Context: an optimization exercise on an open-source flow, tuned for small area, a short achievable clock period and few clock cycles per item. The choices shown serve that exercise and are no tape-out recipe.
At most, simulation tests tie the RTL to the original design; equivalence was not proved.
Power is estimated from default activity; no workload was simulated.

run 1:
Design median_filter, start of the top module:
module median_filter #(
  parameter WIDTH = 8,
  parameter P_WIN = 5
) (
  input  logic [WIDTH*P_WIN*P_WIN-1:0]  filter_win_in,
  input  logic                          filter_in_vld,
  output logic                          filter_in_rdy,
  output logic [WIDTH-1:0]              filter_data_out,
  output logic                          filter_out_vld,
  input  logic                          filter_out_rdy,
  input  logic [5:0]                    r_mf_threshold,
  input  logic clk,
  input  logic rst_n
);
==> flow/config.mk <==
export PLATFORM = sky130hd
export DESIGN_NAME = median_filter
export DESIGN_NICKNAME = median_filter
export VERILOG_FILES = /design/flow/design.v
export SDC_FILE = /design/flow/constraint.sdc
export NUM_CORES = 4
export LEC_CHECK = 0
export CAP_MARGIN = 20
export CORE_MARGIN = 2
export CORE_UTILIZATION = 60
export SETUP_SLACK_MARGIN = 4.0
export SLEW_MARGIN = 20
==> flow/constraint.sdc <==
create_clock -name core_clock -period 8.5 [get_ports {clk}]
set_input_delay 1.7000 -clock core_clock [delete_from_list [all_inputs] [get_ports {clk}]]
set_output_delay 1.7000 -clock core_clock [all_outputs]
set_load 0.01 [all_outputs]
run.sh (not shown) runs the stock make flow with config.mk's settings and CLKGATE_MAP_FILE= SYNTH_SCRIPT=/design/flow/synth_recipe.tcl, a recipe that flattens the netlist after the stock synthesis.
--- input diff run 1..run 2 ---
- SETUP_SLACK_MARGIN changed from 4.0 to 3.0
### Flow results
Diff run 1 -> run 2: achievable frequency has decreased; area added between synthesis and finish now sits lower; final wirelength saw a decrease; number of clock buffer instances in the layout has increased. Looking at beginning of the critical path, the filter_win_in[102] result is from run 2; the filter_win_in[182] one comes from run 1.
Input changes introduced in run 3 (baseline for comparison: run 2):
- CORE_UTILIZATION now 40, was 60
- SETUP_SLACK_MARGIN no longer set, was 3.0
## What came out
Run 3 finished every step from synthesis to the final layout, and the layout passed the timing, DRC and antenna checks.
Delta(routed length on met1, run 3 - run 2) > 0
[compare] base=run 2 new=run 3: switching power share of the total now sits at about the same level, area overhead of the layout relative to synthesis now sits lower.
Against run 2, the final cell area of run 3 is lower.
Function was not checked in any run of this note: the RTL went through the layout flow alone.

* * *

median_filter, a different RTL version from the one above (not shown whole).
For scale: about 2500 cells after synthesis, roughly 420 flip-flops, roughly 220 I/O pins, about 0.022 mm2 of cells after synthesis.
==> flow/config.mk <==
export PLATFORM = sky130hd
export DESIGN_NAME = median_filter
export DESIGN_NICKNAME = median_filter
export VERILOG_FILES = /design/flow/design.v
export SDC_FILE = /design/flow/constraint.sdc
export NUM_CORES = 4
export LEC_CHECK = 0
export ABC_AREA = 1
export CAP_MARGIN = 20
export CORE_MARGIN = 2
export CORE_UTILIZATION = 60
export SETUP_SLACK_MARGIN = 3.0
export SLEW_MARGIN = 20
==> flow/constraint.sdc <==
create_clock -name core_clock -period 8.5 [get_ports {clk}]
set_input_delay 1.7000 -clock core_clock [delete_from_list [all_inputs] [get_ports {clk}]]
set_output_delay 1.7000 -clock core_clock [all_outputs]
set_load 0.01 [all_outputs]
standard.sh (not shown) runs the stock make flow with config.mk's settings and CLKGATE_MAP_FILE= SYNTH_SCRIPT=/design/flow/synth_recipe.tcl, a recipe that flattens the netlist after the stock synthesis.
==> flow/flow/run.sh <==
#!/bin/bash
# The standard layout (the standard.sh: standard synthesis, ORFS place, CTS and route),
# with two changes: the port buffers that global placement inserts on every input and output
# are sky130_fd_sc_hd__buf_1 instead of the cell buffer_ports picks by default (the resizer
# may still upsize them), and clock tree synthesis uses larger sink clusters and no dummy
# loads. make's full output goes to flow.log here.
set -euo pipefail
bash standard.sh \
  BUFFER_PORTS_ARGS="-buffer_cell sky130_fd_sc_hd__buf_1" \
  CTS_ARGS="-sink_clustering_enable -repair_clock_nets -sink_clustering_size 24 -sink_clustering_max_diameter 100 -dont_use_dummy_load" \
  finish > flow.log 2>&1
Testbench counts at the start, summed over its fixed seeds: cycles 3,232, items 3,200.
Rerun with:
--- a/flow/config.mk
+++ b/flow/config.mk
@@ -7,3 +7,3 @@
 export LEC_CHECK = 0
-export ABC_AREA = 1
+export ABC_CLOCK_PERIOD_IN_PS = 5000
 export CAP_MARGIN = 20
Effect:
- wire length goes up by 7.0%
- utilization goes up by 1.9 points
- fmax goes down by about 4.3%
- cell area goes up by about 3%
- cell count goes down by about 14%
- die area hardly moves
- via count goes down by 3.2%
- worst hold slack gains 0.0082 ns
Rerun with:
==> flow/flow/run.sh (replaced) <==
#!/bin/bash
# The standard layout (the standard.sh: standard synthesis, ORFS place, CTS and route),
# with one change: the port buffers that global placement inserts on every input and output
# are sky130_fd_sc_hd__buf_1 instead of the cell buffer_ports picks by default. The resizer
# may still upsize them later. make's full output goes to flow.log here.
set -euo pipefail
export BUFFER_PORTS_ARGS="-buffer_cell sky130_fd_sc_hd__buf_1"
bash standard.sh BUFFER_PORTS_ARGS="$BUFFER_PORTS_ARGS" finish > flow.log 2>&1
--- a/flow/config.mk
+++ b/flow/config.mk
@@ -7,3 +7,2 @@
 export LEC_CHECK = 0
-export ABC_CLOCK_PERIOD_IN_PS = 5000
 export CAP_MARGIN = 20
Outcome: Cell count grows by 1.7%. Design area grows by 2.8%. Non-clock buffer count shrinks by 12. Synthesized cell count stays the same. Utilization grows by 1.9 points. First-iteration DRC count barely changes. Setup slack gets better by 0.061 ns.

port drivers added, routing unchanged:
In the flow no input, the clock included, has a driving cell. The finished layouts below were timed again as built, in two steps.
Step 1: set_driving_cell puts a clkbuf_16 on clk and a buf_2 on each other input, an assumption about the parent block.
Step 2 moves the port delays by t, midway between the first and last clock arrival at a register: inputs arrive t later, outputs are due t later. That takes back most of the time a late clock gives input paths.
Slacks: ideal ports / drivers / drivers and shift; pairs: ideal ports / drivers.
run	t, ns	setup slack, ns	worst hold slack (ns)
run 1	0.611	3.334 / 3.339 / 2.728	0.319 / 0.319 / 0.319
run 2	0.614	3.121 / 3.155 / 2.541	0.311 / 0.311 / 0.311
run 3	0.641	1.977 / 2.011 / 1.370	0.324 / 0.324 / 0.324
the first run of note 2	0.593	3.179 / 3.213 / 2.620	0.298 / 0.298 / 0.298
the second run of note 2	0.593	2.939 / 2.957 / 2.365	0.306 / 0.306 / 0.306
the third run of note 2	0.623	3.000 / 3.032 / 2.409	0.321 / 0.321 / 0.321
After both steps every run listed still meets setup and hold. The setup slack of run 3, which loses most, moves by +0.034 ns with the drivers and by -0.607 ns with both steps.
